Background: an optimization exercise with open tools, aiming at small area and a short achievable clock period. Do not read the settings as production practice. Where RTL was checked, it was by simulation tests only, not by an equivalence proof against the original. No functional check of the RTL was part of run 9. Power and IR drop assume default switching activity.

<file path="design.v">
module fpadder( input [15:0] A_59, input [15:0] B_59, input clk_59, input rst_59, output [15:0] C_59);
function [1:0] cmp_gt;   
  input [14:0] a, b;
  reg [15:0] G, E;
  integer i, k;
  begin
    G = {1'b0, a & ~b};
    E = {1'b1, ~((a & ~b) | (~a & b))};
    for (k = 1; k < 16; k = k * 2)
      for (i = 0; i + k < 16; i = i + 2 * k) begin
        G[i] = G[i + k] | (E[i + k] & G[i]);
        E[i] = E[i + k] & E[i];
      end
    cmp_gt = {G[0], E[0]};
  end
endfunction
wire [1:0] c15 = cmp_gt(A_59[14:0], B_59[14:0]);
wire [1:0] c5  = cmp_gt({10'd0, A_59[14:10]}, {10'd0, B_59[14:10]});
wire       zero = ~|{A_59, B_59};
wire [4:0] dab = A_59[14:10] - B_59[14:10];
wire [4:0] dba = B_59[14:10] - A_59[14:10];
wire [4:0] d   = c5[1] ? dab : dba;
reg        agb1, sa1, sb1;
reg [4:0]  e1;
reg [9:0]  fa1, fb1;
reg [3:0]  sh1;
always @(posedge clk_59) begin
  agb1 <= c15[1];
  sa1  <= A_59[15];
  sb1  <= B_59[15];
  e1   <= c5[1] ? A_59[14:10] : B_59[14:10];
  fa1  <= A_59[9:0];
  fb1  <= B_59[9:0];
  sh1  <= d[3:0] | {4{d[4] | zero}};
end
wire [9:0]  fs  = agb1 ? fb1 : fa1;
wire        sub = sa1 ^ sb1;
wire [10:0] y   = ({1'b1, fs} >> sh1) ^ {11{sub}};
reg        s2, sub2;
reg [4:0]  e2;
reg [9:0]  fg2;
reg [10:0] y2;
always @(posedge clk_59) begin
  s2   <= agb1 ? sa1 : sb1;
  sub2 <= sub;
  e2   <= e1;
  fg2  <= agb1 ? fa1 : fb1;
  y2   <= y;
end
wire [11:0] S = {2'b01, fg2} + {sub2, y2} + {11'd0, sub2};
reg        s3;
reg [4:0]  e3;
reg [11:0] S3;
always @(posedge clk_59) begin
  s3 <= s2; e3 <= e2; S3 <= S;
end
reg [3:0] m3;
always @(*) begin
  casez (S3[11:1])
    11'b1??????????: m3 = 4'd0;
    11'b01?????????: m3 = 4'd1;
    11'b001????????: m3 = 4'd2;
    11'b0001???????: m3 = 4'd3;
    11'b00001??????: m3 = 4'd4;
    11'b000001?????: m3 = 4'd5;
    11'b0000001????: m3 = 4'd6;
    11'b00000001???: m3 = 4'd7;
    11'b000000001??: m3 = 4'd8;
    11'b0000000001?: m3 = 4'd9;
    11'b00000000001: m3 = 4'd10;
    default:         m3 = 4'd1;
  endcase
end
wire [11:0] sl = S3 << {m3[3:1], 1'b0};
reg        s4, ma4, mb4;
reg [4:0]  e4;
reg [10:0] tn4;
always @(posedge clk_59) begin
  s4  <= s3;
  e4  <= e3 + 5'd1 - {1'b0, m3};
  ma4 <= m3[0];
  mb4 <= ~m3[0];
  tn4 <= ~sl[10:0];
end
wire [9:0] fo;
assign fo[4:0] = ~(ma4 ? tn4[4:0] : tn4[5:1]);
assign fo[9:5] = ~(mb4 ? tn4[10:6] : tn4[9:5]);
assign C_59 = {s4, e4, fo};
endmodule
</file>
<file path="flow/run.sh">
#!/bin/bash
# Standard layout with: ports buffered by plain buffers instead of delay cells;
# adders left to ABC instead of extracted into full/half-adder cells; a clock
# tree of smaller buffers without dummy loads.
set -euo pipefail
export BUFFER_PORTS_ARGS="-buffer_cell sky130_fd_sc_hd__buf_2"
export ADDER_MAP_FILE=
export CTS_ARGS="-sink_clustering_enable -repair_clock_nets -dont_use_dummy_load -root_buf sky130_fd_sc_hd__clkbuf_8 -buf_list sky130_fd_sc_hd__clkbuf_8"
bash standard.sh > standard_flow.log 2>&1
</file>
<file path="standard.sh">
#!/bin/bash
# synth_recipe.tcl (not shown) runs the flow's synth.tcl, then flattens the netlist and writes it again
# the make line also repeats each setting of config.mk as NAME=value (left out here)
make -C /OpenROAD-flow-scripts/flow DESIGN_CONFIG=/design/flow/config.mk WORK_HOME=/design/flow/orfs CLKGATE_MAP_FILE= SYNTH_SCRIPT=/design/flow/synth_recipe.tcl "${@:-finish}"
</file>
<file path="config.mk">
export PLATFORM = sky130hd
export DESIGN_NAME = fpadder
export DESIGN_NICKNAME = fpadder
export VERILOG_FILES = /design/flow/design.v
export SDC_FILE = /design/flow/constraint.sdc
export NUM_CORES = 4
export LEC_CHECK = 0
export ABC_AREA = 1
export CAP_MARGIN = 20
export CORE_MARGIN = 2
export CORE_UTILIZATION = 40
export SETUP_SLACK_MARGIN = 2.1
export SLEW_MARGIN = 20
</file>
<file path="constraint.sdc">
create_clock -name core_clock -period 3.8 [get_ports {clk_59}]
set_input_delay 0.7600 -clock core_clock [delete_from_list [all_inputs] [get_ports {clk_59}]]
set_output_delay 0.7600 -clock core_clock [all_outputs]
set_load 0.01 [all_outputs]
</file>
==> reports/results.ini, run 1 <==
[status]
status = complete, no violations

[synth]
async_flop_share = 0
synth_nets = 676
syn_area_um2 = 4680
synth_ff_type = dfxtp_1
synth_edf_count = 0
synth_cells = 642
ys_warn_count = 1
synth_seq_cells = 97
seq_area_frac_synth = 0.415
syn_area_per_cell_um2 = 7.29
ys_types = 38

[place]
pre_cts_ws_ps = 1590
io_buffers = 48
hpwlAfterDp_mm = 7.26
place_inst = 822
gp_congestion = 0.926

[grt]
use_met1 = 0.172
busiest_layer = met2
use_met3 = 0.0259
grt_pass1_wl_mm = 15.6
antenna_found_initial = 0
grt_use_met2 = 0.268
grt_max_degree = 27
grt_pass1_vias = 3743
grt_usage = 0.150
grt_remaining_overflow = 0

[clock_tree]
cts_sinks = 97
htreeDepth = 3
cts_tree = yes
clk_pin_slew_ps = 90
hold_buffers = 0
cts_inserted_buffers = 9
insertion_delay_ps = 360
clk_path_buf_depth = 2
clockRootBuffer = clkbuf_8

[detailed_routing]
routed_via_density = 4.74
drt_iter0_drc = 141
vias = 4016
wl_per_cell_um = 11.1
wirelength_mm = 9.37
drt_pass1_iterations = 4
ant_nets = 0
drc = 0

[die]
fp.coreArea_um2 = 11400
num_io_pins = 50
initial_core_util = 0.410
die_w_um = 112
dieHeight_um = 112
design.die.area_um2 = 12600
num_rows = 39

[critical_path]
startpoint_type = flop
cp.required_ps = 3040
worstPathCellList = mux2i_1 > buf_2
slowest_stage = dfxtp_4
endpoint_kind = output pin
cp_max_fo = 9
crit_buf_inv = 1
critical_path.max_stage_delay_ps = 400
critical_path_class = reg2out
cp.arrival_ps = 1080
r2r_cells = 9
crit_cells = 2
cp_top_family = flip-flops

[final_layout]
utilization = 0.479
fillers = 1148
area_delta_synth_final_pct = 16.9
fin_cells = 847
drive_gt1_frac = 0.230
multi_input_area_um2 = 2460
diodes = 0
regArea_um2 = 1960
layout.nets = 740

[min_path]
hold_path_class = reg2reg
worstHoldPathCells = 0

[timing]
setup_tns_ps = 0
holdWs_ps = 309
fin_crit_ps = 1840
finClkSkew_ps = 16.6
drv_slew = 0
relSlewSlack = 0.596
setup_ws_ps = 1960
setup_violations = 0
max_freq_mhz = 543
period_share = 0.485
worstMarginPinSlew_ps = 600
hold_viol = 0
rsz0062_at_grt = yes

[power_and_ir_drop]
p_leak_nw = 2.75
peakVddDrop_mv = 0.434
power_density_nw_per_um2 = 639

[job]
cap_violations = 0

[kinds of logic after synthesis]
kind of cell	after synthesis	share of synthesized area
AOI/OAI and AO/OA	100	0.117
muxes	8	0.0171
and+or+nand+nor	299	0.296
DFF	97	0.415
buffers and inverters	105	0.0936
xor gates and xnor gates	33	0.0618
[layer usage]
| metal | part of all wire | routed length [um] | vias up |
|---|---|---|---|
| met3 | 0.035 | 329 | 20 |
| met5 | 0 | 0 | - |
| met2 | 0.49 | 4620 | 83 |
| met1 | 0.44 | 4160 | 1760 |
| li1 | - | - | 2153 |
| met4 | 0.027 | 257 | 0 |
[what timing repair did]
item	CTS	global route
pin swaps	3	18
gates resized for setup	11	47
setup buffers	4	11
cloned	0	1
setup endpoints to repair	20	33
[power by group]
group | internal, mW | total, mW | switching [mW]
clock | 0.213 | 0.513 | 0.300
sequential | 1.31 | 1.48 | 0.172
combinational | 0.584 | 1.50 | 0.917
[worst register-to-register path: cells and delay by family, from the launching register on]
kind / cells / cell delay [ps]
buf+inv: 3 / 450
compound gates: 1 / 140
flops: 1 / 430
simple gates: 5 / 460
[metrics by stage]
step	instance area, um2	total power, mW
2_1_floorplan	4720	2.53
3_3_place_gp	5060	2.83
3_5_place_dp	5060	2.85
4_1_cts	5240	3.38
5_1_grt	5470	3.79
6_report	5470	3.49
[Yosys cell counts (6+ instances only)]
cell type  count  area [um2]
mux2i_1        8        80.1
nand3_1       20         100
a31oi_1        7        43.8
xnor2_1        8        70.1
nand2_1      172         646
nor2_2         9        56.3
inv_2          7        26.3
o21ai_0       41         205
dfxtp_1       97        1940
a21oi_1       20         100
nor2_1        45         169
nand4_1        8        50.1
inv_1         84         315
nor3_1         6        30.0
o21ai_1       19        95.1
xor2_1        25         219
nand2_2       11        68.8
nor4_1         7        43.8
[state kept, by name, indices dropped and copies added, names as in the netlist]
register	cells
S3	12
tn4	11
y2	11
fa1	10
fb1	10
fg2	10
e1	5
e2	5
e3	5
e4	5
sh1	4
agb1	1
ma4	1
mb4	1
s2	1
s3	1
s4	1
sa1	1
sb1	1
sub2	1
[area by class of cell]
type	count	area share
inverter	92	0.0659
sequential	97	0.358
multi-input combinational	441	0.451
tap	143	0.0327
clock buffer	9	0.0227
timing repair buffer	65	0.0698
[final timing paths]
| path | start | slack [ps] | to |
|---|---|---|---|
| min reg2reg | e2[2] | 310 | e3[2] |
| min | e2[2] | 310 | e3[2] |
| max | mb4 | 1960 | C_59[9] |
| max reg2reg | sh1[1] | 2220 | y2[1] |
[cells in the final DEF (no fill, tap or decap), types with 5 or more instances in the layout]
cell      netlist  routed
a21oi_1        20      19
a31oi_1         7       7
buf_2           2      47
buf_4           1      16
clkbuf_8        0       9
dfxtp_1        97      90
inv_1          84      76
inv_2           7      12
mux2i_1         8       8
nand2_1       172     161
nand2_2        11      20
nand2_4         5       8
nand3_1        20      18
nand3b_1        5       5
nand4_1         8       8
nor2_1         45      38
nor2_2          9       8
nor2_4          1       9
nor3_1          6       5
nor4_1          7       7
o21ai_0        41      35
o21ai_1        19      22
xnor2_1         8       8
xor2_1         25      25
==> run 2, diff against run 1 <==
--- a/config.mk
+++ b/config.mk
@@ -10,4 +10,4 @@
 export CORE_MARGIN = 2
 export CORE_UTILIZATION = 40
-export SETUP_SLACK_MARGIN = 2.1
+export SETUP_SLACK_MARGIN = 1.7
 export SLEW_MARGIN = 20
==> run 2 against run 1 <==
Effect of this change: sequential power barely moved; synthesized area did not move; wire length fell by 3.7%.
==> reports/results.ini, run 2 <==
[final_layout]
largest_reg_flops = 12  ; unchanged
finalInstanceArea_um2 = 5150  ; -5.7%
diodes = 0  ; unchanged
largest_register = S3
layout.nets = 725  ; -2.0%
fin_cells = 832  ; -1.8%
fillers = 1196  ; +4.2%
area_delta_synth_final_pct = 10.2
layout_commonest_cell = nand2_1
final_cell_mix = 172 x nand2_1, 97 x dfxtp_1, 83 x inv_1, 48 x buf_2, 45 x nor2_1
largestRegisters = S3 (12), tn4 (11), y2 (11)
drive_gt1_frac = 0.155  ; -0.0748

[clock_tree]
cts_inserted_buffers = 9  ; unchanged
clockRootBuffer = clkbuf_8
insertion_delay_ps = 360  ; about the same
clk_pin_slew_ps = 90  ; about the same
cts_sinks = 97  ; unchanged
cts_tree = yes
hold_buffers = 0  ; unchanged
clk_path_buf_depth = 2  ; unchanged
htreeDepth = 3  ; unchanged

[critical_path]
r2r-end = e4[3]
cp.arrival_ps = 1210  ; +130 ps
endpoint_kind = output pin
cp-startpoint = mb4
endpoint = C_59[9]
rrSetupSlack_ps = 1970  ; -250 ps
r2r_cells = 12  ; +3
cp.required_ps = 3040  ; about the same
reg2reg_from = S3[8]
critical_path_class = reg2out
startpoint_type = flop
cp_max_fo = 9  ; unchanged

[die]
initial_core_util = 0.410  ; unchanged
num_io_pins = 50  ; unchanged
num_rows = 39  ; unchanged
fp.coreArea_um2 = 11400  ; unchanged
design.die.area_um2 = 12600  ; unchanged
dieHeight_um = 112  ; unchanged
die_w_um = 112  ; unchanged

[timing]
hold_viol = 0  ; unchanged
finClkSkew_ps = 21.6  ; +5.00 ps
setup_violations = 0  ; unchanged
rsz0062_at_grt = no
relSlewSlack = 0.615  ; +0.0189
period_share = 0.517  ; +0.0328
worstMarginPinSlew_ps = 572  ; -28.0 ps
drv_slew = 0  ; unchanged
fin_crit_ps = 1970  ; +125 ps
setup_tns_ps = 0  ; unchanged
max_freq_mhz = 509  ; -6.3%

[synth]
async_flop_share = 0  ; unchanged
synth_cells = 642  ; unchanged
yosys.area.top_type = dfxtp_1
syn_area_um2 = 4680  ; unchanged
ys_types = 38  ; unchanged
netlist.area_leader.share = 0.415  ; unchanged
ys_warn_count = 1  ; unchanged
syn_area_per_cell_um2 = 7.29  ; unchanged
seq_area_frac_synth = 0.415  ; unchanged
synth_nets = 676  ; unchanged
netlist_top_cells_count = 172 x nand2_1, 97 x dfxtp_1, 84 x inv_1
synth_ff_type = dfxtp_1
yosys-top-cells-area = dfxtp_1 42%, nand2_1 14%, inv_1 6.7%, xor2_1 4.7%, o21ai_0 4.4%
yosysMostFrequentCell = nand2_1
synth_edf_count = 0  ; unchanged
synth_seq_cells = 97  ; unchanged

[detailed_routing]
drt_iter0_drc = 128  ; -9.2%
ant_nets = 0  ; unchanged
vias = 3932  ; -2.1%
wl_per_cell_um = 10.8  ; -1.9%
drt_pass1_iterations = 5  ; +1
drc = 0  ; unchanged
wirelength_mm = 9.02  ; -3.7%
routed_via_density = 4.73  ; -0.33%

[power_and_ir_drop]
peakVddDrop_mv = 0.356  ; -18%
power_density_nw_per_um2 = 645  ; +1.1%
p_leak_nw = 2.65  ; -3.6%

[grt]
grt_max_degree = 27  ; unchanged
antenna_found_initial = 0  ; unchanged
grt_pass1_wl_mm = 15.7  ; +0.57%
grt_remaining_overflow = 0  ; unchanged
grt_pass1_vias = 3612  ; -3.5%
grt_usage = 0.151  ; +0.00111

[job]
cap_violations = 0  ; unchanged

[place]
hpwlAfterDp_mm = 7.33  ; +0.95%
io_buffers = 48  ; unchanged
place_area_um2 = 5020  ; -0.77%
gp_congestion = 0.939  ; +1.5%
place_inst = 822  ; unchanged

[min_path]
hold_path_class = reg2reg

[status]
status = complete, no violations

run 2: changes by cell type in the layout (fill, tap and decap cells not counted), sizes merged:
cell,change
clkinv,+1
buf,-14
nand2,-1
clkinvlp,-1
run 2: worst min path at each step:
stage	from	end	slack (ps)	cells after the start
finish	e1[3]	e2[3]	310	0
global route	e1[3]	e2[3]	320	0
CTS	e1[3]	e2[3]	310	0
detailed placement	e1[1]	e2[1]	310	0
global placement	s3	s4	310	0
floorplan	e1[0]	e2[0]	310	0
run 2: cells by family (layout without fill, tap and decap cells):
family | Yosys count | count (layout) | synth area share
and+or+nand+nor | 299 | 299 | 0.296
muxes | 8 | 8 | 0.0171
buffers and inverters | 105 | 152 | 0.0936
AOI/OAI and AO/OA | 100 | 100 | 0.117
xor gates and xnor gates | 33 | 33 | 0.0618
DFF | 97 | 97 | 0.415
run 2: repair_timing:
item,4_1_cts,5_1_grt
endpoints found under the hold margin,0,0
setup endpoints to repair,0,2
gates resized for setup,0,2
setup buffers,0,1
run 2: cell type report:
type,count,area (um2),area share
clock buffer,9,124,0.0240
inverter,92,349,0.0677
multi-input combinational,440,2300,0.446
sequential,97,1940,0.377
tap,143,179,0.0347
timing repair buffer,51,263,0.0510
run 2: report_power, final:
| group | internal [mW] | switching, mW |
|---|---|---|
| registers | 1.29 | 0.156 |
| clock network | 0.212 | 0.293 |
| logic | 0.508 | 0.866 |
run 2: worst max-delay path: stages, from the launching register on:
cell and delay [ps]:
dfxtp_1 480, mux2i_1 240, buf_2 150
run 2: metal layers:
layer | global-route usage | vias to the layer above | routed length, um
met2 | 0.263 | 74 | 4380
met3 | 0.0319 | 16 | 315
li1 | - | 2122 | -
met1 | 0.180 | 1720 | 4100
met4 | 0.0683 | 0 | 223
met5 | 0 | - | 0
run 2: through the flow:
step	setup slack [ps]	power [mW]	util	hold slack, ps
2_1_floorplan	2030	2.53	-	310
3_3_place_gp	1630	2.82	0.440	310
3_5_place_dp	1580	2.85	0.440	312
4_1_cts	1800	3.36	0.450	308
5_1_grt	1710	3.64	0.451	323
6_report	1830	3.33	0.451	305
==> run 3, diff against run 2 <==
--- a/config.mk
+++ b/config.mk
@@ -9,5 +9,5 @@
 export CAP_MARGIN = 20
 export CORE_MARGIN = 2
-export CORE_UTILIZATION = 40
-export SETUP_SLACK_MARGIN = 1.7
+export CORE_UTILIZATION = 65
+export SETUP_SLACK_MARGIN = 1.9
 export SLEW_MARGIN = 20
==> run 3 against run 2 <==
Effect of this change: worst setup slack improved by 130 ps; sequential power hardly changed; die area down 37%; register-to-register slack better by 80 ps; final area up 0.46%; critical endpoint unchanged; still clean; largest power group unchanged; power grew 1.3%; wire length grew 1.7%.
==> reports/results.ini, run 3 <==
[critical_path]
startpoint_type = flop
cp.required_ps = 3040  ; about the same
critical_path_class = reg2out
critical_path.max_stage_delay_ps = 410  ; -70 ps
cp_max_fo = 9  ; unchanged
r2r_cells = 10  ; -2
rrSetupSlack_ps = 2050  ; +80 ps
cp-startpoint = mb4
worstPathCellList = mux2i_1 > buf_2
endpoint_kind = output pin
cp_top_family = flip-flops
reg2reg_from = agb1
r2r-end = y2[0]
cp.arrival_ps = 1080  ; -130 ps
slowest_stage = dfxtp_2
crit_buf_inv = 1  ; unchanged
crit_cells = 2  ; unchanged

[detailed_routing]
drt_iter0_drc = 185  ; +45%
wl_per_cell_um = 11.6  ; +7.1%
drc = 0  ; unchanged
ant_nets = 0  ; unchanged
routed_via_density = 5.13  ; +8.6%
vias = 4054  ; +3.1%
wirelength_mm = 9.18  ; +1.7%
drt_pass1_iterations = 5  ; unchanged

[timing]
setup_tns_ps = 0  ; unchanged
holdWs_ps = 331  ; +26.4 ps
finClkSkew_ps = 21.6  ; -0.0110 ps
relSlewSlack = 0.686  ; +0.0704
worstMarginPinSlew_ps = 470  ; -102 ps
hold_viol = 0  ; unchanged
max_freq_mhz = 544  ; +7.0%
setup_violations = 0  ; unchanged
rsz0062_at_grt = no
fin_crit_ps = 1840  ; -128 ps
drv_slew = 0  ; unchanged
period_share = 0.484  ; -0.0337

[final_layout]
final_cell_mix = 172 x nand2_1, 95 x dfxtp_1, 83 x inv_1, 48 x buf_2, 44 x nor2_1
layout.nets = 730  ; +0.69%
fillers = 546  ; -54%
largest_reg_flops = 12  ; unchanged
multi_input_area_um2 = 2340  ; +1.9%
largestRegisters = S3 (12), tn4 (11), y2 (11)
area_delta_synth_final_pct = 10.7
layout_commonest_cell = nand2_1
largest_register = S3
drive_gt1_frac = 0.166  ; +0.0104
fin_cells = 790  ; -5.0%
regArea_um2 = 1950  ; +0.26%
diodes = 0  ; unchanged

[clock_tree]
htreeDepth = 3  ; unchanged
cts_sinks = 97  ; unchanged
cts_tree = yes
cts_inserted_buffers = 9  ; unchanged
clk_path_buf_depth = 2  ; unchanged
clk_pin_slew_ps = 80  ; about the same
hold_buffers = 0  ; unchanged
clockRootBuffer = clkbuf_8
insertion_delay_ps = 350  ; about the same

[synth]
ys_warn_count = 1  ; unchanged
synthAdderAreaFrac = 0  ; unchanged
netlist.area_leader.share = 0.415  ; unchanged
synth_edf_count = 0  ; unchanged
syn_area_um2 = 4680  ; unchanged
yosys.area.top_type = dfxtp_1
yosys-top-cells-area = dfxtp_1 42%, nand2_1 14%, inv_1 6.7%, xor2_1 4.7%, o21ai_0 4.4%
yosysMostFrequentCell = nand2_1
synth-xor-area-share = 0.0618  ; unchanged
ys_types = 38  ; unchanged
async_flop_share = 0  ; unchanged
synth_ff_type = dfxtp_1
synth_seq_cells = 97  ; unchanged
synth_cells = 642  ; unchanged
synth_nets = 676  ; unchanged
syn_area_per_cell_um2 = 7.29  ; unchanged
synth_top_family_by_area = simple AND/OR/NAND/NOR gates
synthSimpleGateAreaFrac = 0.296  ; unchanged
synth.mux.area_fraction = 0.0171  ; unchanged
synth_compound_area_frac = 0.117  ; unchanged
netlist_top_cells_count = 172 x nand2_1, 97 x dfxtp_1, 84 x inv_1
seq_area_frac_synth = 0.415  ; unchanged

[grt]
grt_usage = 0.241  ; +0.0893
grt_pass1_wl_mm = 14.8  ; -5.9%
grt_max_degree = 27  ; unchanged
grt_pass1_vias = 3501  ; -3.1%
grt_remaining_overflow = 0  ; unchanged
antenna_found_initial = 0  ; unchanged

[min_path]
hold_start = e2[2]
holdPathEnd = e3[2]
hold_path_class = reg2reg
worstHoldPathCells = 0  ; unchanged

[job]
cap_violations = 0  ; unchanged

[place]
hpwlAfterDp_mm = 7.17  ; -2.2%
gp_congestion = 0.945  ; +0.56%
io_buffers = 48  ; unchanged
place_inst = 775  ; -5.7%

[die]
num_io_pins = 50  ; unchanged
die_w_um = 88.8  ; -21%
dieHeight_um = 88.8  ; -21%
fp.coreArea_um2 = 6870  ; -40%
num_rows = 30  ; -23%
initial_core_util = 0.681  ; +0.271
design.die.area_um2 = 7890  ; -37%

[power_and_ir_drop]
peakVddDrop_mv = 0.248  ; -30%
finalPower_mw = 3.37  ; +1.3%
power_density_nw_per_um2 = 651  ; +0.82%
p_leak_nw = 2.68  ; +1.3%

[status]
status = complete, no violations

[run 3: where the power goes]
part | internal (mW) | leakage, nW | total, mW | switching [mW]
clock network | 0.213 | 0.0647 | 0.500 | 0.287
logic | 0.523 | 1.80 | 1.41 | 0.890
registers | 1.30 | 0.818 | 1.46 | 0.162
total | 2.03 | 2.68 | 3.37 | 1.34
[run 3: logic make-up (layout without fill, tap and decap cells)]
| group | after synthesis | after routing |
|---|---|---|
| AOI/OAI and AO/OA | 100 | 100 |
| xor gates and xnor gates | 33 | 33 |
| muxes | 8 | 8 |
| DFF | 97 | 97 |
| buffers and inverters | 105 | 156 |
| and+or+nand+nor | 299 | 300 |
[run 3: worst max path at each step]
stage          slack (ps)  endpoint
3_3_place_gp         1640    sh1[2]
4_1_cts              1920    sh1[2]
5_1_grt              1830    sh1[2]
3_5_place_dp         1560    sh1[2]
6_report             1960   C_59[9]
2_1_floorplan        2030    sh1[0]
[run 3: area by class of cell]
type                            instances  area share
Tap cell                               96      0.0232
Multi-Input combinational cell        441       0.452
Timing Repair Buffer                   55      0.0573
Sequential cell                        97       0.376
Inverter                               92      0.0674
Clock buffer                            9      0.0239
[run 3: metrics by stage]
stage          area [um2]  setup WS (ps)  utilization
6_report             5180           1960        0.754
3_5_place_dp         4960           1560        0.722
4_1_cts              5090           1920        0.741
5_1_grt              5180           1830        0.754
3_3_place_gp         4960           1640        0.722
2_1_floorplan        4680           2030            -
[run 3: routing by layer]
layer,share of wire,wire [um],vias to the layer above,GRT usage
met2,0.50,4560,104,0.425
met1,0.45,4120,1793,0.302
met4,0.013,118,0,0.0799
met5,0,0,-,0
li1,-,-,2145,-
met3,0.042,383,12,0.0326
[run 3: what timing repair did]
| action | in CTS | in global routing |
|---|---|---|
| gates cloned | 0 | 1 |
| gates resized for setup | 2 | 10 |
| setup buffers | 0 | 5 |
| endpoints found under the setup margin | 8 | 12 |
| pin swaps | 0 | 3 |
[run 3: worst reg2reg max path, cell delays in order, from the launching register on]
cell and delay [ps]:
dfxtp_1 340, buf_6 200, clkinvlp_4 180, o21ai_0 250
nand2_1 70, o21ai_0 140, nor2_1 80, o21ai_1 180
nand3_1 90, nand2_1 70, nand2_1 60
==> run 4, diff against run 3 <==
--- a/config.mk
+++ b/config.mk
@@ -7,7 +7,8 @@
 export LEC_CHECK = 0
 export ABC_AREA = 1
+export ABC_CLOCK_PERIOD_IN_PS = 1500
 export CAP_MARGIN = 20
 export CORE_MARGIN = 2
-export CORE_UTILIZATION = 65
+export CORE_UTILIZATION = 40
 export SETUP_SLACK_MARGIN = 1.9
 export SLEW_MARGIN = 20
==> run 4 against run 3 <==
Effect of this change: still clean on timing, DRC and antenna; non-clock buffer count down 1; wire length down 2.0%; combinational power hardly changed; largest power group unchanged.
==> reports/results.ini, run 4 <==
[detailed_routing]
drc = 0  ; unchanged
wl_per_cell_um = 10.8  ; -7.3%
wirelength_mm = 9.00  ; -2.0%
drt_pass1_iterations = 5  ; unchanged
routed_via_density = 4.72  ; -8.0%
drt_iter0_drc = 130  ; -30%
vias = 3941  ; -2.8%
ant_nets = 0  ; unchanged

[place]
place_inst = 822  ; +6.1%
io_buffers = 48  ; unchanged
hpwlAfterDp_mm = 7.33  ; +2.2%
gp_congestion = 0.939  ; -0.56%

[timing]
hold_viol = 0  ; unchanged
finClkSkew_ps = 21.6  ; +0.0526 ps
relSlewSlack = 0.613  ; -0.0725
worstMarginPinSlew_ps = 575  ; +105 ps
rsz0062_at_grt = yes
max_freq_mhz = 543  ; -0.13%
setup_tns_ps = 0  ; unchanged
fin_crit_ps = 1840  ; +2.37 ps
drv_slew = 0  ; unchanged
period_share = 0.484  ; +0.000624
setup_violations = 0  ; unchanged

[grt]
grt_max_degree = 27  ; unchanged
grt_pass1_wl_mm = 15.7  ; +6.2%
antenna_found_initial = 0  ; unchanged
grt_remaining_overflow = 0  ; unchanged
grt_usage = 0.151  ; -0.0893
grt_pass1_vias = 3612  ; +3.2%

[min_path]
worstHoldPathCells = 0  ; unchanged
hold_start = e1[3]
hold_path_class = reg2reg
holdPathEnd = e2[3]

[synth]
syn_area_per_cell_um2 = 7.29  ; unchanged
syn_area_um2 = 4680  ; unchanged
synth_nets = 676  ; unchanged
yosysMostFrequentCell = nand2_1
yosys.area.top_type = dfxtp_1
synth_cells = 642  ; unchanged
netlist_top_cells_count = 172 x nand2_1, 97 x dfxtp_1, 84 x inv_1
seq_area_frac_synth = 0.415  ; unchanged
ys_types = 38  ; unchanged
ys_warn_count = 1  ; unchanged
async_flop_share = 0  ; unchanged
synth_ff_type = dfxtp_1
netlist.area_leader.share = 0.415  ; unchanged
synth_edf_count = 0  ; unchanged
synth_seq_cells = 97  ; unchanged
yosys-top-cells-area = dfxtp_1 42%, nand2_1 14%, inv_1 6.7%, xor2_1 4.7%, o21ai_0 4.4%

[final_layout]
drive_gt1_frac = 0.163  ; -0.00241
layout_commonest_cell = nand2_1
area_delta_synth_final_pct = 11.4
fin_cells = 835  ; +5.7%
layout.nets = 728  ; -0.27%
largestRegisters = S3 (12), tn4 (11), y2 (11)
largest_reg_flops = 12  ; unchanged
final_cell_mix = 172 x nand2_1, 95 x dfxtp_1, 83 x inv_1, 48 x buf_2, 44 x nor2_1
diodes = 0  ; unchanged
largest_register = S3

[critical_path]
worstPathCellList = mux2i_1 > buf_2
cp.arrival_ps = 1080  ; about the same
cp_max_fo = 9  ; unchanged
endpoint_kind = output pin
critical_path.max_stage_delay_ps = 390  ; -20 ps
r2r-end = y2[0]
cp.required_ps = 3040  ; about the same
crit_buf_inv = 1  ; unchanged
reg2reg_from = agb1
cp_top_family = flip-flops
rrSetupSlack_ps = 2090  ; +40 ps
slowest_stage = dfxtp_4
startpoint_type = flop
critical_path_class = reg2out
r2r_cells = 10  ; unchanged

[clock_tree]
htreeDepth = 3  ; unchanged
cts_tree = yes
clk_pin_slew_ps = 90  ; about the same
clockRootBuffer = clkbuf_8
hold_buffers = 0  ; unchanged
clk_path_buf_depth = 2  ; unchanged
cts_inserted_buffers = 9  ; unchanged
insertion_delay_ps = 350  ; about the same
cts_sinks = 97  ; unchanged

[die]
dieHeight_um = 112  ; +26%
fp.coreArea_um2 = 11400  ; +66%
initial_core_util = 0.410  ; -0.271
num_io_pins = 50  ; unchanged
die_w_um = 112  ; +26%
design.die.area_um2 = 12600  ; +59%
num_rows = 39  ; +30%

[power_and_ir_drop]
power_density_nw_per_um2 = 642  ; -1.4%
p_leak_nw = 2.67  ; -0.51%
peakVddDrop_mv = 0.365  ; +47%

[status]
status = complete, no violations

[job]
cap_violations = 0  ; unchanged

[run 4: changes by cell type in the layout (fill, tap and decap cells not counted), sizes merged]
| cell | previous run | this run |
|---|---|---|
| buf | 55 | 54 |
| nand2 | 189 | 188 |
[run 4: final cells by class]
type / count / area [um2]
clock buffer: 9 / 124
fill: 1191 / 6210
inverter: 92 / 349
multi-input combinational: 440 / 2320
sequential: 97 / 1950
tap: 143 / 179
timing repair buffer: 54 / 289
[run 4: report_power, final]
part / total, mW / leakage [nW] / internal (mW) / switching, mW
clock network: 0.503 / 0.0647 / 0.212 / 0.290
registers: 1.45 / 0.819 / 1.30 / 0.157
logic: 1.39 / 1.78 / 0.519 / 0.868
[run 4: how the worst max path moves through the flow]
stage,start,endpoint,depth (start not counted)
3_5_place_dp,B_59[12],sh1[0],13
6_report,mb4,C_59[9],2
5_1_grt,agb1,y2[0],10
2_1_floorplan,B_59[13],sh1[0],10
3_3_place_gp,B_59[11],sh1[2],12
4_1_cts,mb4,C_59[9],2
[run 4: kinds of logic (layout without fill, tap and decap cells)]
family	Yosys count	after routing	share of synthesized area
XOR/XNOR	33	33	0.0618
AO/OA/AOI/OAI	100	100	0.117
AND/OR/NAND/NOR	299	299	0.296
buffers and inverters	105	155	0.0936
multiplexers	8	8	0.0171
flip-flops	97	97	0.415
[run 4: through the flow]
step / hold WS [ps] / setup WS (ps) / util / cell area [um2] / total power [mW]
3_3_place_gp: 310 / 1630 / 0.440 / 5020 / 2.82
3_5_place_dp: 312 / 1580 / 0.440 / 5020 / 2.85
5_1_grt: 323 / 1860 / 0.456 / 5210 / 3.66
2_1_floorplan: 310 / 2030 / - / 4680 / 2.53
4_1_cts: 308 / 1890 / 0.451 / 5150 / 3.36
6_report: 305 / 1960 / 0.456 / 5210 / 3.34
[run 4: timing repair]
action / in CTS / in global routing
setup endpoints to repair: 10 / 19
gates resized for setup: 3 / 8
setup buffers: 0 / 4
pin swaps: 0 / 1
[run 4: worst reg2reg max path, cell delays in order (launching register included)]
cell and delay, ps:
dfxtp_1 330, buf_6 190, clkinvlp_4 160, o21ai_1 190, nand2_1 80, o21ai_0 150
nor2_1 80, o21ai_1 180, nand3_1 90, nand2_1 60, nand2_1 60
[run 4: per-layer routing]
layer  track usage  vias up  routed length [um]
li1              -     2131                   -
met1         0.180     1725                4090
met2         0.263       71                4420
met3        0.0319       14                 311
met4        0.0683        0                 167
met5             0        -                   0
==> run 5, diff against run 4 <==
--- a/config.mk
+++ b/config.mk
@@ -7,8 +7,8 @@
 export LEC_CHECK = 0
 export ABC_AREA = 1
-export ABC_CLOCK_PERIOD_IN_PS = 1500
 export CAP_MARGIN = 20
 export CORE_MARGIN = 2
 export CORE_UTILIZATION = 40
+export PLACE_DENSITY = 0.75
 export SETUP_SLACK_MARGIN = 1.9
 export SLEW_MARGIN = 20
==> run 5 against run 4 <==
Effect of this change: still clean; hold slack better by 28 ps; global-route usage is 0.90 points lower; die area stayed put; sequential cell count stayed put; critical path type unchanged; largest power group unchanged.
==> reports/results.ini, run 5 <==
[job]
cap_violations = 0  ; unchanged

[clock_tree]
clk_path_buf_depth = 2  ; unchanged
clk_pin_slew_ps = 90  ; about the same
insertion_delay_ps = 350  ; about the same
cts_sinks = 97  ; unchanged
cts_tree = yes
htreeDepth = 3  ; unchanged
cts_inserted_buffers = 9  ; unchanged
clockRootBuffer = clkbuf_8

[power_and_ir_drop]
p_leak_nw = 2.67  ; about the same
power_density_nw_per_um2 = 639  ; -0.39%
peakVddDrop_mv = 0.401  ; +9.8%

[place]
gp_congestion = 0.841  ; -10%
pre_cts_ws_ps = 1610  ; +25.2 ps
io_buffers = 48  ; unchanged
hpwlAfterDp_mm = 6.73  ; -8.2%

[critical_path]
cp.arrival_ps = 1070  ; about the same
cp.required_ps = 3040  ; about the same
startpoint_type = flop
endpoint_kind = output pin
critical_path_class = reg2out
cp_max_fo = 9  ; unchanged

[synth]
synth_cells = 642  ; unchanged
seq_area_frac_synth = 0.415  ; unchanged
yosysMostFrequentCell = nand2_1
synth_edf_count = 0  ; unchanged
synth_nets = 676  ; unchanged
synth_seq_cells = 97  ; unchanged
ys_warn_count = 1  ; unchanged
syn_area_per_cell_um2 = 7.29  ; unchanged
async_flop_share = 0  ; unchanged
netlist_top_cells_count = 172 x nand2_1, 97 x dfxtp_1, 84 x inv_1
ys_types = 38  ; unchanged
netlist.area_leader.share = 0.415  ; unchanged
yosys-top-cells-area = dfxtp_1 42%, nand2_1 14%, inv_1 6.7%, xor2_1 4.7%, o21ai_0 4.4%
syn_area_um2 = 4680  ; unchanged
synth_ff_type = dfxtp_1
yosys.area.top_type = dfxtp_1

[detailed_routing]
drt_iter0_drc = 150  ; +15%
drt_pass1_iterations = 4  ; -1
vias = 3936  ; -0.13%
routed_via_density = 4.72  ; about the same
drc = 0  ; unchanged
wl_per_cell_um = 10.3  ; -4.5%
ant_nets = 0  ; unchanged
wirelength_mm = 8.59  ; -4.6%

[die]
dieHeight_um = 112  ; unchanged
fp.coreArea_um2 = 11400  ; unchanged
num_rows = 39  ; unchanged
die_w_um = 112  ; unchanged
num_io_pins = 50  ; unchanged
initial_core_util = 0.410  ; unchanged
design.die.area_um2 = 12600  ; unchanged

[timing]
finClkSkew_ps = 22.1  ; +0.432 ps
relSlewSlack = 0.646  ; +0.0324
worstMarginPinSlew_ps = 527  ; -48.1 ps
setup_violations = 0  ; unchanged
setup_ws_ps = 1970  ; +5.54 ps
setup_tns_ps = 0  ; unchanged
drv_slew = 0  ; unchanged
period_share = 0.483  ; -0.00146
fin_crit_ps = 1830  ; -5.54 ps
hold_viol = 0  ; unchanged
max_freq_mhz = 545  ; +0.30%
rsz0062_at_grt = yes

[final_layout]
layout_commonest_cell = nand2_1
fillers = 1155  ; -3.0%
largest_register = S3
final_cell_mix = 171 x nand2_1, 95 x dfxtp_1, 83 x inv_1, 48 x buf_2, 44 x nor2_1
drive_gt1_frac = 0.164  ; +0.000236
largestRegisters = S3 (12), tn4 (11), y2 (11)
utilization = 0.457  ; +0.000548
layout.nets = 727  ; -0.14%
diodes = 0  ; unchanged
largest_reg_flops = 12  ; unchanged
area_delta_synth_final_pct = 11.5

[grt]
grt_remaining_overflow = 0  ; unchanged
grt_usage = 0.142  ; -0.00905
grt_pass1_vias = 3527  ; -2.4%
grt_pass1_wl_mm = 14.9  ; -5.1%
antenna_found_initial = 0  ; unchanged
grt_max_degree = 27  ; unchanged

[status]
status = complete, no violations

[min_path]
hold_path_class = reg2reg

-- run 5: cell counts after synthesis --
No cell type changed its count.
-- run 5: final cells by class --
type                       instances  area [um2]  area share
clock buffer                       9         124      0.0237
multi-input combinational        440        2340       0.448
timing repair buffer              53         278      0.0532
inverter                          92         349      0.0669
sequential                        97        1950       0.374
tap                              143         179      0.0343
-- run 5: stage by stage --
step / hold slack [ps] / cells / area, um2 / power (mW)
after CTS: 334 / 831 / 5150 / 3.33
final: 333 / 834 / 5220 / 3.33
after detailed placement: 312 / 822 / 5020 / 2.82
after global placement: 311 / 822 / 5020 / 2.80
after global routing: 339 / 834 / 5220 / 3.62
after floorplan: 310 / 642 / 4680 / 2.53
-- run 5: cells by family (layout without fill, tap and decap cells) --
group | after synthesis | after routing | share of synthesized area
compound gates | 100 | 100 | 0.117
xor+xnor | 33 | 33 | 0.0618
buf+inv | 105 | 154 | 0.0936
flops | 97 | 97 | 0.415
mux | 8 | 8 | 0.0171
simple gates | 299 | 299 | 0.296
-- run 5: final timing paths --
| path | start | depth (start not counted) | to | slack (ps) |
|---|---|---|---|---|
| setup / recovery | mb4 | 2 | C_59[9] | 1970 |
| hold / removal | e2[1] | 0 | e3[1] | 330 |
| setup reg to reg | agb1 | 10 | y2[2] | 2090 |
| hold reg to reg | e2[1] | 0 | e3[1] | 330 |
-- run 5: repair_timing --
item / CTS / global route
buffers inserted: 0 / 3
resized for setup: 2 / 12
endpoints found under the hold margin: 0 / 0
hold buffers: 0 / 0
setup endpoints to repair: 9 / 19
pin swaps: 0 / 1
-- run 5: critical path, stage by stage, from the launching register on --
cell     delay [ps]
dfxtp_4         400
mux2i_1         180
buf_2           140
-- run 5: where the power goes --
group,internal [mW],switching (mW),total [mW]
registers,1.30,0.155,1.45
clock network,0.213,0.291,0.504
logic,0.516,0.862,1.38
-- run 5: routing by layer --
metal / vias up / global-route usage / part of all wire
li1: 2125 / - / -
met1: 1711 / 0.174 / 0.46
met2: 85 / 0.244 / 0.48
met3: 15 / 0.0292 / 0.039
met4: 0 / 0.0602 / 0.022
met5: - / 0 / 0
==> run 6, diff against run 5 <==
--- a/config.mk
+++ b/config.mk
@@ -7,8 +7,7 @@
 export LEC_CHECK = 0
 export ABC_AREA = 1
-export CAP_MARGIN = 20
+export CAP_MARGIN = 0
 export CORE_MARGIN = 2
 export CORE_UTILIZATION = 40
-export PLACE_DENSITY = 0.75
 export SETUP_SLACK_MARGIN = 1.9
-export SLEW_MARGIN = 20
+export SLEW_MARGIN = 0
==> run 6 against run 5 <==
Effect of this change: synthesized area stayed put; hold slack worse by 28 ps; clock skew hardly changed; largest power group unchanged; sequential power hardly changed; clock power hardly changed; global-route usage is 0.90 points higher; register-to-register slack hardly changed; maximum frequency is 0.30% lower; utilization is 0.055 points lower; sequential share of layout area hardly changed; final area is 0.12% lower; synthesized cell count stayed put.
==> reports/results.ini, run 6 <==
[timing]
fin_crit_ps = 1840  ; +5.54 ps
holdWs_ps = 305  ; -27.7 ps
hold_viol = 0  ; unchanged
relSlewSlack = 0.613  ; -0.0324
setup_violations = 0  ; unchanged
rsz0062_at_grt = yes
worstMarginPinSlew_ps = 575  ; +48.1 ps
max_freq_mhz = 543  ; -0.30%
finClkSkew_ps = 21.6  ; -0.432 ps
period_share = 0.484  ; +0.00146
drv_slew = 0  ; unchanged
setup_ws_ps = 1960  ; -5.54 ps
setup_tns_ps = 0  ; unchanged

[synth]
syn_area_per_cell_um2 = 7.29  ; unchanged
ys_warn_count = 1  ; unchanged
synth_cells = 642  ; unchanged
synth_nets = 676  ; unchanged
syn_area_um2 = 4680  ; unchanged
synth_edf_count = 0  ; unchanged
seq_area_frac_synth = 0.415  ; unchanged
synth_ff_type = dfxtp_1
netlist.area_leader.share = 0.415  ; unchanged
yosysMostFrequentCell = nand2_1
async_flop_share = 0  ; unchanged
yosys-top-cells-area = dfxtp_1 42%, nand2_1 14%, inv_1 6.7%, xor2_1 4.7%, o21ai_0 4.4%
yosys.area.top_type = dfxtp_1
synth_seq_cells = 97  ; unchanged
netlist_top_cells_count = 172 x nand2_1, 97 x dfxtp_1, 84 x inv_1
ys_types = 38  ; unchanged

[final_layout]
diodes = 0  ; unchanged
largestRegisters = S3 (12), tn4 (11), y2 (11)
layout.nets = 728  ; +0.14%
final_cell_mix = 172 x nand2_1, 95 x dfxtp_1, 83 x inv_1, 48 x buf_2, 44 x nor2_1
multi_input_area_um2 = 2320  ; -0.75%
largest_register = S3
utilization = 0.456  ; -0.000548
fillers = 1191  ; +3.1%
fin_cells = 835  ; +0.12%
area_delta_synth_final_pct = 11.4
regArea_um2 = 1950  ; unchanged
drive_gt1_frac = 0.163  ; -0.000236
finalInstanceArea_um2 = 5210  ; -0.12%
layout_commonest_cell = nand2_1
largest_reg_flops = 12  ; unchanged

[detailed_routing]
routed_via_density = 4.72  ; about the same
ant_nets = 0  ; unchanged
wl_per_cell_um = 10.8  ; +4.7%
drt_pass1_iterations = 5  ; +1
drc = 0  ; unchanged
wirelength_mm = 9.00  ; +4.8%
drt_iter0_drc = 130  ; -13%
vias = 3941  ; +0.13%

[clock_tree]
cts_inserted_buffers = 9  ; unchanged
htreeDepth = 3  ; unchanged
clk_pin_slew_ps = 90  ; about the same
cts_sinks = 97  ; unchanged
insertion_delay_ps = 350  ; about the same
clockRootBuffer = clkbuf_8
clk_path_buf_depth = 2  ; unchanged
cts_tree = yes

[place]
pre_cts_ws_ps = 1580  ; -25.2 ps
place_area_um2 = 5020  ; unchanged
gp_congestion = 0.939  ; +12%
io_buffers = 48  ; unchanged
hpwlAfterDp_mm = 7.33  ; +8.9%
place_inst = 822  ; unchanged

[job]
cap_violations = 0  ; unchanged

[power_and_ir_drop]
p_sw_mw = 1.31  ; +0.48%
peakVddDrop_mv = 0.365  ; -9.0%
finalPower_mw = 3.34  ; +0.27%
power_density_nw_per_um2 = 642  ; +0.39%
combPwrFrac = 0.415  ; +0.002
p_leak_nw = 2.67  ; about the same
p_int_mw = 2.03  ; +0.14%
seqPwrFrac = 0.435  ; about the same
switching_share = 0.393  ; +0.000814
clkPwrFrac = 0.150  ; about the same

[status]
status = complete, no violations

[die]
num_io_pins = 50  ; unchanged
die_w_um = 112  ; unchanged
fp.coreArea_um2 = 11400  ; unchanged
num_rows = 39  ; unchanged
initial_core_util = 0.410  ; unchanged
dieHeight_um = 112  ; unchanged
design.die.area_um2 = 12600  ; unchanged

[critical_path]
endpoint_kind = output pin
r2r_cells = 10  ; unchanged
cp.arrival_ps = 1080  ; about the same
slowest_stage = dfxtp_4
cp.required_ps = 3040  ; about the same
rrSetupSlack_ps = 2090  ; about the same
critical_path.max_stage_delay_ps = 390  ; about the same
critical_path_class = reg2out
startpoint_type = flop
worstPathCellList = mux2i_1 > buf_2
cp_max_fo = 9  ; unchanged

[min_path]
hold_path_class = reg2reg
worstHoldPathCells = 0  ; unchanged

[grt]
grt_remaining_overflow = 0  ; unchanged
grt_max_degree = 27  ; unchanged
grt_pass1_wl_mm = 15.7  ; +5.4%
grt_pass1_vias = 3612  ; +2.4%
antenna_found_initial = 0  ; unchanged
grt_usage = 0.151  ; +0.00905

run 6: cell counts after synthesis:
No cell type changed its count.
run 6: cells by family after synthesis:
family	synth area share
and+or+nand+nor	0.296
buffers and inverters	0.0936
AOI/OAI and AO/OA	0.117
DFF	0.415
xor gates and xnor gates	0.0618
muxes	0.0171
run 6: area by class of cell:
| class | count | area share |
|---|---|---|
| well taps | 143 | 0.0343 |
| inverters | 92 | 0.0670 |
| repair buffers | 54 | 0.0555 |
| clock buffers | 9 | 0.0238 |
| multi-input cells | 440 | 0.445 |
| flip-flops and latches | 97 | 0.374 |
run 6: final timing paths:
kind	end	startpoint
min reg2reg	e2[3]	e1[3]
max reg2reg	y2[0]	agb1
max	C_59[9]	mb4
min	e2[3]	e1[3]
run 6: timing repair:
action | 4_1_cts | 5_1_grt
endpoints found under the setup margin | 10 | 19
endpoints found under the hold margin | 0 | 0
resized for setup | 3 | 8
hold buffers | 0 | 0
setup buffers | 0 | 4
pin swaps | 0 | 1
run 6: metal layers:
metal  track usage  routed length, um  vias to the layer above
met2         0.263               4420                       71
met3        0.0319                311                       14
met1         0.180               4090                     1725
met4        0.0683                167                        0
met5             0                  0                        -
li1              -                  -                     2131
run 6: worst max-delay path, delay by kind of cell, from the launching register on:
kind,cells,cell delay (ps)
flops,1,390
mux,1,200
buf+inv,1,150
run 6: power groups by stage:
stage / logic [mW] / registers [mW] / clock network [mW]
2_1_floorplan: 1.09 / 1.43 / 0
3_3_place_gp: 1.35 / 1.47 / 0
3_5_place_dp: 1.37 / 1.48 / 0
4_1_cts: 1.38 / 1.46 / 0.528
5_1_grt: 1.59 / 1.50 / 0.571
6_report: 1.39 / 1.45 / 0.503
==> run 7, diff against run 6 <==
--- a/config.mk
+++ b/config.mk
@@ -7,7 +7,7 @@
 export LEC_CHECK = 0
 export ABC_AREA = 1
-export CAP_MARGIN = 0
+export CAP_MARGIN = 20
 export CORE_MARGIN = 2
 export CORE_UTILIZATION = 40
-export SETUP_SLACK_MARGIN = 1.9
-export SLEW_MARGIN = 0
+export SETUP_SLACK_MARGIN = 2.0
+export SLEW_MARGIN = 20
==> run 7 against run 6 <==
Effect of this change: synthesized cell count unchanged; still clean on timing, DRC and antenna; critical endpoint is now C_59[0]; clock-buffer cell count unchanged; register-to-register slack worse by 70 ps; utilization up 1.2 points; first-iteration DRC count up 12%.
==> reports/results.ini, run 7 <==
[detailed_routing]
ant_nets = 0  ; unchanged
drt_iter0_drc = 145  ; +12%
drt_pass1_iterations = 5  ; unchanged
wl_per_cell_um = 11.1  ; +3.1%
wirelength_mm = 9.38  ; +4.2%
vias = 4022  ; +2.1%
drc = 0  ; unchanged
routed_via_density = 4.77  ; +0.97%

[synth]
synth_nets = 676  ; unchanged
syn_area_per_cell_um2 = 7.29  ; unchanged
seq_area_frac_synth = 0.415  ; unchanged
synth_cells = 642  ; unchanged
yosysMostFrequentCell = nand2_1
ys_types = 38  ; unchanged
yosys.area.top_type = dfxtp_1
netlist_top_cells_count = 172 x nand2_1, 97 x dfxtp_1, 84 x inv_1
async_flop_share = 0  ; unchanged
ys_warn_count = 1  ; unchanged
netlist.area_leader.share = 0.415  ; unchanged
syn_area_um2 = 4680  ; unchanged
synth_ff_type = dfxtp_1
synth_edf_count = 0  ; unchanged
synth_seq_cells = 97  ; unchanged
yosys-top-cells-area = dfxtp_1 42%, nand2_1 14%, inv_1 6.7%, xor2_1 4.7%, o21ai_0 4.4%

[timing]
worstMarginPinSlew_ps = 574  ; -1.15 ps
setup_violations = 0  ; unchanged
max_freq_mhz = 545  ; +0.28%
finClkSkew_ps = 21.7  ; +0.00240 ps
fin_crit_ps = 1830  ; -5.20 ps
relSlewSlack = 0.614  ; +0.000775
setup_tns_ps = 0  ; unchanged
rsz0062_at_grt = yes
hold_viol = 0  ; unchanged
period_share = 0.483  ; -0.00137
drv_slew = 0  ; unchanged

[job]
cap_violations = 0  ; unchanged

[die]
design.die.area_um2 = 12600  ; unchanged
dieHeight_um = 112  ; unchanged
num_io_pins = 50  ; unchanged
num_rows = 39  ; unchanged
fp.coreArea_um2 = 11400  ; unchanged
die_w_um = 112  ; unchanged
initial_core_util = 0.410  ; unchanged

[final_layout]
final_cell_mix = 169 x nand2_1, 95 x dfxtp_1, 82 x inv_1, 48 x buf_2, 43 x nor2_1
largest_register = S3
area_delta_synth_final_pct = 14.4
largestRegisters = S3 (12), tn4 (11), y2 (11)
drive_gt1_frac = 0.191  ; +0.0279
regArea_um2 = 1950  ; unchanged
fillers = 1166  ; -2.1%
fin_cells = 844  ; +1.1%
finalInstanceArea_um2 = 5350  ; +2.7%
multi_input_area_um2 = 2390  ; +3.0%
layout_commonest_cell = nand2_1
layout.nets = 737  ; +1.2%
largest_reg_flops = 12  ; unchanged
diodes = 0  ; unchanged

[critical_path]
critical_path_class = reg2out
startpoint_type = flop
cp_max_fo = 7  ; -2
cp.arrival_ps = 1070  ; about the same
endpoint_kind = output pin
cp.required_ps = 3040  ; about the same

[grt]
grt_max_degree = 27  ; unchanged
grt_usage = 0.153  ; +0.00125
grt_remaining_overflow = 0  ; unchanged
grt_pass1_vias = 3625  ; +0.36%
grt_pass1_wl_mm = 15.9  ; +0.79%
antenna_found_initial = 0  ; unchanged

[place]
place_inst = 822  ; unchanged
io_buffers = 48  ; unchanged
gp_congestion = 0.939  ; unchanged
place_area_um2 = 5020  ; unchanged
hpwlAfterDp_mm = 7.33  ; unchanged

[clock_tree]
clk_path_buf_depth = 2  ; unchanged
cts_inserted_buffers = 9  ; unchanged
clockRootBuffer = clkbuf_8
insertion_delay_ps = 360  ; about the same
cts_sinks = 97  ; unchanged
clk_pin_slew_ps = 90  ; about the same
cts_tree = yes
htreeDepth = 3  ; unchanged
hold_buffers = 0  ; unchanged

[power_and_ir_drop]
combPwrFrac = 0.434  ; +0.019
seqPwrFrac = 0.422  ; -0.013
p_sw_mw = 1.38  ; +5.3%
peakVddDrop_mv = 0.396  ; +8.4%
clkPwrFrac = 0.145  ; -0.005
power_density_nw_per_um2 = 651  ; +1.5%
p_int_mw = 2.10  ; +3.6%
switching_share = 0.397  ; +0.00398
p_leak_nw = 2.73  ; +2.2%

[min_path]
hold_path_class = reg2reg

[status]
status = complete, no violations

## run 7: timing repair
item,CTS,global route
setup buffers,2,10
gates cloned,0,1
endpoints found under the setup margin,17,19
pin swaps,4,3
gates resized for setup,16,20
## run 7: final cells by class
cell class,instances,area share
multi-input combinational,441,0.447
clock buffer,9,0.0231
inverter,92,0.0659
sequential,97,0.364
tap,143,0.0334
timing repair buffer,62,0.0666
## run 7: critical path: stages, from the launching register on
cell     delay [ps]
dfxtp_4         400
mux2i_1         190
buf_2           150
## run 7: final timing paths
check,from,to,slack (ps),cells past startpoint
worst min register to register,e1[3],e2[3],310,0
worst min-delay path,e1[3],e2[3],310,0
worst max-delay path,ma4,C_59[0],1970,2
worst max register to register,S3[11],tn4[6],2020,10
## run 7: routing by layer
metal	wire, um	GRT usage
met1	4200	0.181
met2	4620	0.267
met3	351	0.0319
met4	210	0.0650
met5	0	0
## run 7: metrics by stage
step                      power [mW]  setup WS [ps]  hold slack, ps  utilization
final                           3.49           1970             305        0.469
after global routing            3.80           1890             323        0.469
after CTS                       3.41           1930             308        0.455
after detailed placement        2.85           1580             312        0.440
after global placement          2.82           1630             310        0.440
after floorplan                 2.53           2030             310            -
## run 7: cells by family after synthesis
| logic type | after synthesis | synth area share |
|---|---|---|
| compound gates | 100 | 0.117 |
| flops | 97 | 0.415 |
| simple gates | 299 | 0.296 |
| mux | 8 | 0.0171 |
| buf+inv | 105 | 0.0936 |
| xor+xnor | 33 | 0.0618 |
## run 7: power by group through the flow
stage	sequential [mW]	clock [mW]	combinational (mW)
6_report	1.47	0.504	1.51
5_1_grt	1.51	0.571	1.72
4_1_cts	1.46	0.528	1.42
3_5_place_dp	1.48	0	1.37
3_3_place_gp	1.47	0	1.35
2_1_floorplan	1.43	0	1.09
==> run 8, diff against run 7 <==
--- a/design.v
+++ b/design.v
@@ -15,6 +15,7 @@
   end
 endfunction
-wire [1:0] c15 = cmp_gt(A_59[14:0], B_59[14:0]);
 wire [1:0] c5  = cmp_gt({10'd0, A_59[14:10]}, {10'd0, B_59[14:10]});
+wire [1:0] cf = cmp_gt({5'd0, A_59[9:0]}, {5'd0, B_59[9:0]});
+wire [1:0] c15 = {c5[1] | (c5[0] & cf[1]), 1'b0};
 wire       zero = ~|{A_59, B_59};
 wire [4:0] dab = A_59[14:10] - B_59[14:10];
--- a/config.mk
+++ b/config.mk
@@ -10,4 +10,4 @@
 export CORE_MARGIN = 2
 export CORE_UTILIZATION = 40
-export SETUP_SLACK_MARGIN = 2.0
+export SETUP_SLACK_MARGIN = 1.9
 export SLEW_MARGIN = 20
==> run 8 against run 7 <==
Effect of this change: via count down 2.8%; largest power group is now registers; sequential cell count stayed put; combinational power shrank 9%; largest cell class unchanged; still clean on timing, DRC and antenna; critical endpoint is now C_59[7]; final area fell by 3.4%; synthesized cell count shrank 1.6%; worst setup slack worse by 5.5 ps; sequential power is essentially flat; hold slack better by 20 ps; first-iteration DRC count is 23% lower; maximum frequency is 0.30% lower.
==> reports/results.ini, run 8 <==
[place]
pre_cts_ws_ps = 1680  ; +94.5 ps
place_area_um2 = 4940  ; -1.5%
place_inst = 813  ; -1.1%
gp_congestion = 0.884  ; -5.9%
hpwlAfterDp_mm = 6.99  ; -4.6%
io_buffers = 48  ; unchanged

[job]
cap_violations = 0  ; unchanged

[final_layout]
layout.nets = 723  ; -1.9%
area_delta_synth_final_pct = 12.7
largestRegisters = S3 (12), tn4 (11), y2 (11)
drive_gt1_frac = 0.164  ; -0.0267
finalInstanceArea_um2 = 5170  ; -3.4%
layout_commonest_cell = nand2_1
largest_register = S3
utilization = 0.457  ; -0.0120
final_cell_mix = 173 x nand2_1, 95 x dfxtp_1, 81 x inv_1, 51 x nor2_1, 48 x buf_2
diodes = 0  ; unchanged
fin_cells = 830  ; -1.7%
largest_reg_flops = 12  ; unchanged

[synth]
async_flop_share = 0  ; unchanged
seq_area_frac_synth = 0.423  ; +0.00827
yosysMostFrequentCell = nand2_1
yosys.area.top_type = dfxtp_1
syn_area_um2 = 4590  ; -2.0%
ys_types = 36  ; -5.3%
netlist_top_cells_count = 174 x nand2_1, 97 x dfxtp_1, 82 x inv_1
synth_ff_type = dfxtp_1
syn_area_per_cell_um2 = 7.26  ; -0.40%
synth_edf_count = 0  ; unchanged
ys_warn_count = 1  ; unchanged
synth_seq_cells = 97  ; unchanged
synth_cells = 632  ; -1.6%
synth_nets = 666  ; -1.5%
netlist.area_leader.share = 0.423  ; +0.00827
yosys-top-cells-area = dfxtp_1 42%, nand2_1 14%, inv_1 6.7%, o21ai_0 5.1%, xor2_1 4.6%

[timing]
worstMarginPinSlew_ps = 536  ; -38.1 ps
setup_ws_ps = 1960  ; -5.52 ps
hold_viol = 0  ; unchanged
finClkSkew_ps = 12.4  ; -9.22 ps
rsz0062_at_grt = yes
setup_tns_ps = 0  ; unchanged
fin_crit_ps = 1840  ; +5.52 ps
max_freq_mhz = 543  ; -0.30%
relSlewSlack = 0.642  ; +0.0276
drv_slew = 0  ; unchanged
period_share = 0.484  ; +0.00145
setup_violations = 0  ; unchanged

[critical_path]
cp.arrival_ps = 1080  ; about the same
endpoint_kind = output pin
cp.required_ps = 3040  ; about the same
startpoint_type = flop
cp_max_fo = 6  ; -1
critical_path_class = reg2out

[clock_tree]
clockRootBuffer = clkbuf_8
cts_tree = yes
cts_sinks = 97  ; unchanged
clk_path_buf_depth = 2  ; unchanged
htreeDepth = 3  ; unchanged
insertion_delay_ps = 350  ; about the same
cts_inserted_buffers = 9  ; unchanged
clk_pin_slew_ps = 80  ; about the same

[detailed_routing]
drt_pass1_iterations = 4  ; -1
wirelength_mm = 8.81  ; -6.1%
routed_via_density = 4.71  ; -1.1%
drc = 0  ; unchanged
ant_nets = 0  ; unchanged
wl_per_cell_um = 10.6  ; -4.5%
vias = 3911  ; -2.8%
drt_iter0_drc = 112  ; -23%

[die]
num_rows = 39  ; unchanged
design.die.area_um2 = 12300  ; -1.9%
num_io_pins = 50  ; unchanged
initial_core_util = 0.405  ; -0.00454
die_w_um = 111  ; -0.95%
dieHeight_um = 111  ; -0.95%
fp.coreArea_um2 = 11300  ; -0.85%

[min_path]
hold_path_class = reg2reg

[grt]
use_met3 = 0.0361  ; +0.00423
grt_usage = 0.146  ; -0.00616
grt_max_degree = 27  ; unchanged
grt_remaining_overflow = 0  ; unchanged
busiest_layer = met2
grt_use_met2 = 0.256  ; -0.0110
grt_pass1_wl_mm = 14.9  ; -5.8%
grt_pass1_vias = 3553  ; -2.0%
use_met1 = 0.174  ; -0.00720
antenna_found_initial = 0  ; unchanged

[power_and_ir_drop]
peakVddDrop_mv = 0.405  ; +2.3%
power_density_nw_per_um2 = 643  ; -1.3%
p_sw_mw = 1.29  ; -6.9%
p_leak_nw = 2.59  ; -5.0%
clkPwrFrac = 0.152  ; +0.007
seqPwrFrac = 0.437  ; +0.015
switching_share = 0.388  ; -0.00922
p_int_mw = 2.03  ; -3.2%
combPwrFrac = 0.411  ; -0.023

[status]
status = complete, no violations

## run 8: changes by cell type after synthesis, sizes merged, moves of 2 or more
cell,before,now
o21ai,63,59
maj3,0,2
nand3b,5,7
a21oi,22,18
o211ai,4,6
nand3,24,21
nor2,57,64
inv,91,84
## run 8: layout make-up
cell class | instances | area, um2
Multi-Input combinational cell | 439 | 2290
Tap cell | 143 | 179
Clock buffer | 9 | 124
Timing Repair inverter | 1 | 5.00
Inverter | 85 | 323
Sequential cell | 97 | 1950
Fill cell | 1180 | 6150
Timing Repair Buffer | 56 | 304
## run 8: through the flow
stage / total power [mW] / hold WS (ps)
detailed placement: 2.78 / 312
CTS: 3.29 / 327
floorplan: 2.47 / 310
finish: 3.32 / 325
global route: 3.62 / 333
global placement: 2.76 / 310
## run 8: per-layer routing
layer / vias to the layer above / part of all wire / wire, um
li1: 2100 / - / -
met1: 1718 / 0.44 / 3910
met2: 76 / 0.50 / 4420
met3: 17 / 0.036 / 321
met4: 0 / 0.018 / 156
met5: - / 0 / 0
## run 8: path summary, 6_finish.rpt
| check | startpoint | end | slack, ps | cells after the start |
|---|---|---|---|---|
| min reg2reg | e2[3] | e3[3] | 320 | 0 |
| max reg2reg | agb1 | y2[2] | 2070 | 9 |
| min | e2[3] | e3[3] | 320 | 0 |
| max | mb4 | C_59[7] | 1960 | 3 |
## run 8: cell families after synthesis
| group | share of synthesized area |
|---|---|
| simple gates | 0.297 |
| buf+inv | 0.0862 |
| flops | 0.423 |
| compound gates | 0.109 |
| xor+xnor | 0.0630 |
| mux | 0.0175 |
| fa+ha+maj | 0.00436 |
## run 8: power by group through the flow
stage               Sequential (mW)  Combinational, mW  Clock [mW]
floorplan                      1.43               1.04           0
global route                   1.49               1.55       0.576
finish                         1.45               1.37       0.505
global placement               1.46               1.29           0
CTS                            1.45               1.32       0.528
detailed placement             1.47               1.31           0
## run 8: critical path, cell delays in order, from the launching register on
cell,delay (ps)
dfxtp_4,370
buf_6,130
o21ai_2,90
buf_2,130
## run 8: repair_timing
action,CTS,global route
setup buffers,0,6
gates cloned,0,2
pin swaps,0,4
hold buffers,0,0
resized for setup,2,19
endpoints found under the setup margin,9,18
endpoints found under the hold margin,0,0
==> run 9, diff against run 8 <==
--- a/design.v
+++ b/design.v
@@ -37,5 +37,5 @@
 wire [9:0]  fs  = agb1 ? fb1 : fa1;
 wire        sub = sa1 ^ sb1;
-wire [10:0] y   = ({1'b1, fs} >> sh1) ^ {11{sub}};
+wire [10:0] y   = {1'b1, fs} >> sh1;
 reg        s2, sub2;
 reg [4:0]  e2;
@@ -45,9 +45,9 @@
   s2   <= agb1 ? sa1 : sb1;
   sub2 <= sub;
-  e2   <= e1;
+  e2   <= e1 + 5'd1;
   fg2  <= agb1 ? fa1 : fb1;
   y2   <= y;
 end
-wire [11:0] S = {2'b01, fg2} + {sub2, y2} + {11'd0, sub2};
+wire [11:0] S = {2'b01, fg2} + ({sub2, y2 ^ {11{sub2}}}) + {11'd0, sub2};
 reg        s3;
 reg [4:0]  e3;
@@ -79,5 +79,5 @@
 always @(posedge clk_59) begin
   s4  <= s3;
-  e4  <= e3 + 5'd1 - {1'b0, m3};
+  e4  <= e3 - {1'b0, m3};
   ma4 <= m3[0];
   mb4 <= ~m3[0];
==> run 9 against run 8 <==
Effect of this change: critical path depth is the same; wire length grew 3.2%; die area grew 0.50%; via count grew 0.92%; clock-buffer cell count is the same; sequential share of layout area shrank 0.51 points.
==> reports/results.ini, run 9 <==
[final_layout]
final_cell_mix = 161 x nand2_1, 94 x dfxtp_1, 87 x inv_1, 66 x o21ai_0, 48 x buf_2
area_delta_synth_final_pct = 13.9
largest_register = S3
finalInstanceArea_um2 = 5250  ; +1.6%
largestRegisters = S3 (12), tn4 (11), y2 (11)
drive_gt1_frac = 0.154  ; -0.0101
layout_commonest_cell = nand2_1
layout.nets = 729  ; +0.83%

[detailed_routing]
drt_iter0_drc = 110  ; -1.8%
vias = 3947  ; +0.92%
drc = 0  ; unchanged

[place]
hpwlAfterDp_mm = 7.23  ; +3.4%
pre_cts_ws_ps = 1610  ; -62.4 ps
io_buffers = 48  ; unchanged
place_area_um2 = 4980  ; +0.68%
place_inst = 815  ; +0.25%

[power_and_ir_drop]
p_leak_nw = 2.56  ; -1.1%
power_density_nw_per_um2 = 643  ; about the same
peakVddDrop_mv = 0.381  ; -5.9%

[synth]
synth_nets = 669  ; +0.45%
synth.mux.area_fraction = 0.0130  ; -0.00443
synth_seq_cells = 97  ; unchanged
synth_ff_type = dfxtp_1
yosys.area.top_type = dfxtp_1
yosys-top-cells-area = dfxtp_1 42%, nand2_1 13%, inv_1 7.2%, o21ai_0 7.2%, xor2_1 4.6%
synthAdderAreaFrac = 0.00434  ; -0.0000225
synthSimpleGateAreaFrac = 0.253  ; -0.0439
syn_area_um2 = 4610  ; +0.52%
ys_types = 45  ; +25%
yosysMostFrequentCell = nand2_1
synth_top_family_by_area = simple AND/OR/NAND/NOR gates
synth_cells = 635  ; +0.47%
ys_warn_count = 1  ; unchanged
netlist_top_cells_count = 163 x nand2_1, 97 x dfxtp_1, 88 x inv_1

[critical_path]
endpoint_kind = output pin
cp_top_family = flip-flops
slowest_stage = dfxtp_4
critical_path_class = reg2out
r2r-end = S3[8]
crit_buf_inv = 2  ; unchanged
reg2reg_from = sub2
startpoint_type = flop

[grt]
grt_pass1_vias = 3503  ; -1.4%
grt_pass1_wl_mm = 14.9  ; -0.32%
grt_usage = 0.145  ; -0.00182
grt_remaining_overflow = 0  ; unchanged

[timing]
holdWs_ps = 314  ; -10.4 ps
rsz0062_at_grt = yes
setup_tns_ps = 0  ; unchanged
setup_ws_ps = 1900  ; -57.8 ps
worstMarginPinSlew_ps = 419  ; -116 ps
finClkSkew_ps = 35.4  ; +22.9 ps
relSlewSlack = 0.718  ; +0.0764
hold_viol = 0  ; unchanged

[min_path]
hold_path_class = reg2reg
holdPathEnd = e3[2]

[die]
num_io_pins = 50  ; unchanged
num_rows = 39  ; unchanged
dieHeight_um = 111  ; +0.25%
design.die.area_um2 = 12400  ; +0.50%
fp.coreArea_um2 = 11300  ; unchanged
die_w_um = 111  ; +0.25%

[clock_tree]
clk_path_buf_depth = 2  ; unchanged
clk_pin_slew_ps = 90  ; about the same
cts_tree = yes
cts_inserted_buffers = 9  ; unchanged
htreeDepth = 3  ; unchanged
cts_sinks = 97  ; unchanged
hold_buffers = 0  ; unchanged

[job]
cap_violations = 0  ; unchanged

[status]
status = complete, no violations

run 9: changes by cell type in the layout (fill, tap and decap cells not counted), sizes merged, moves of 3 or more:
cell	delta
buf	+5
nand2	-19
o211ai	-3
nand3b	-5
o21ai	+12
inv	+5
nor2	-12
xnor2	+12
a31oi	-3
run 9: metrics by stage:
step / util / power, mW
final: 0.464 / 3.38
after global routing: 0.464 / 3.67
after detailed placement: 0.440 / 2.85
after global placement: 0.440 / 2.82
after floorplan: - / 2.49
after CTS: 0.451 / 3.35
run 9: worst max path at each step:
stage | from | to | slack [ps]
floorplan | B_59[11] | sh1[0] | 1920
global placement | B_59[11] | sh1[2] | 1640
detailed placement | B_59[11] | sh1[1] | 1610
CTS | mb4 | C_59[9] | 1910
global route | ma4 | C_59[1] | 1830
finish | mb4 | C_59[7] | 1900
run 9: timing repair:
| action | CTS | global route |
|---|---|---|
| gates cloned | 0 | 1 |
| gates resized for setup | 5 | 18 |
| setup buffers | 0 | 11 |
| pin swaps | 0 | 5 |
| setup endpoints to repair | 19 | 23 |
run 9: logic make-up (layout without fill, tap and decap cells):
group,after synthesis,after routing
buffers and inverters,102,160
XOR/XNOR,46,46
multiplexers,6,6
AO/OA/AOI/OAI,109,109
adder cells (fa/ha/maj),2,2
AND/OR/NAND/NOR,273,273
flip-flops,97,97
run 9: cell type report:
class                   instances  area, um2  area share
clock buffers                   9        124      0.0236
multi-input cells             436       2310       0.439
repair buffers                 61        345      0.0657
inverters                      89        338      0.0643
repair inverters                1       5.00    0.000953
well taps                     143        179      0.0341
flip-flops and latches         97       1950       0.372
run 9: power breakdown:
part / switching (mW) / internal, mW / total [mW] / leakage [nW]
sequential: 0.172 / 1.30 / 1.47 / 0.817
clock: 0.289 / 0.212 / 0.501 / 0.0647
combinational: 0.842 / 0.562 / 1.40 / 1.68
run 9: routing by layer:
layer	part of all wire	track usage	up-vias	wire length (um)
li1	-	-	2127	-
met3	0.034	0.0327	12	310
met2	0.51	0.272	63	4680
met1	0.44	0.161	1745	3970
met5	0	0	-	0
met4	0.015	0.0453	0	135

Check on run 9: ideal ports give 1.902 ns setup slack; a clkbuf_16 on the clock port and buf_2 on the inputs give 1.870 ns; moving port delays by the midpoint clock arrival (0.382 ns) as well gives 1.676 ns.
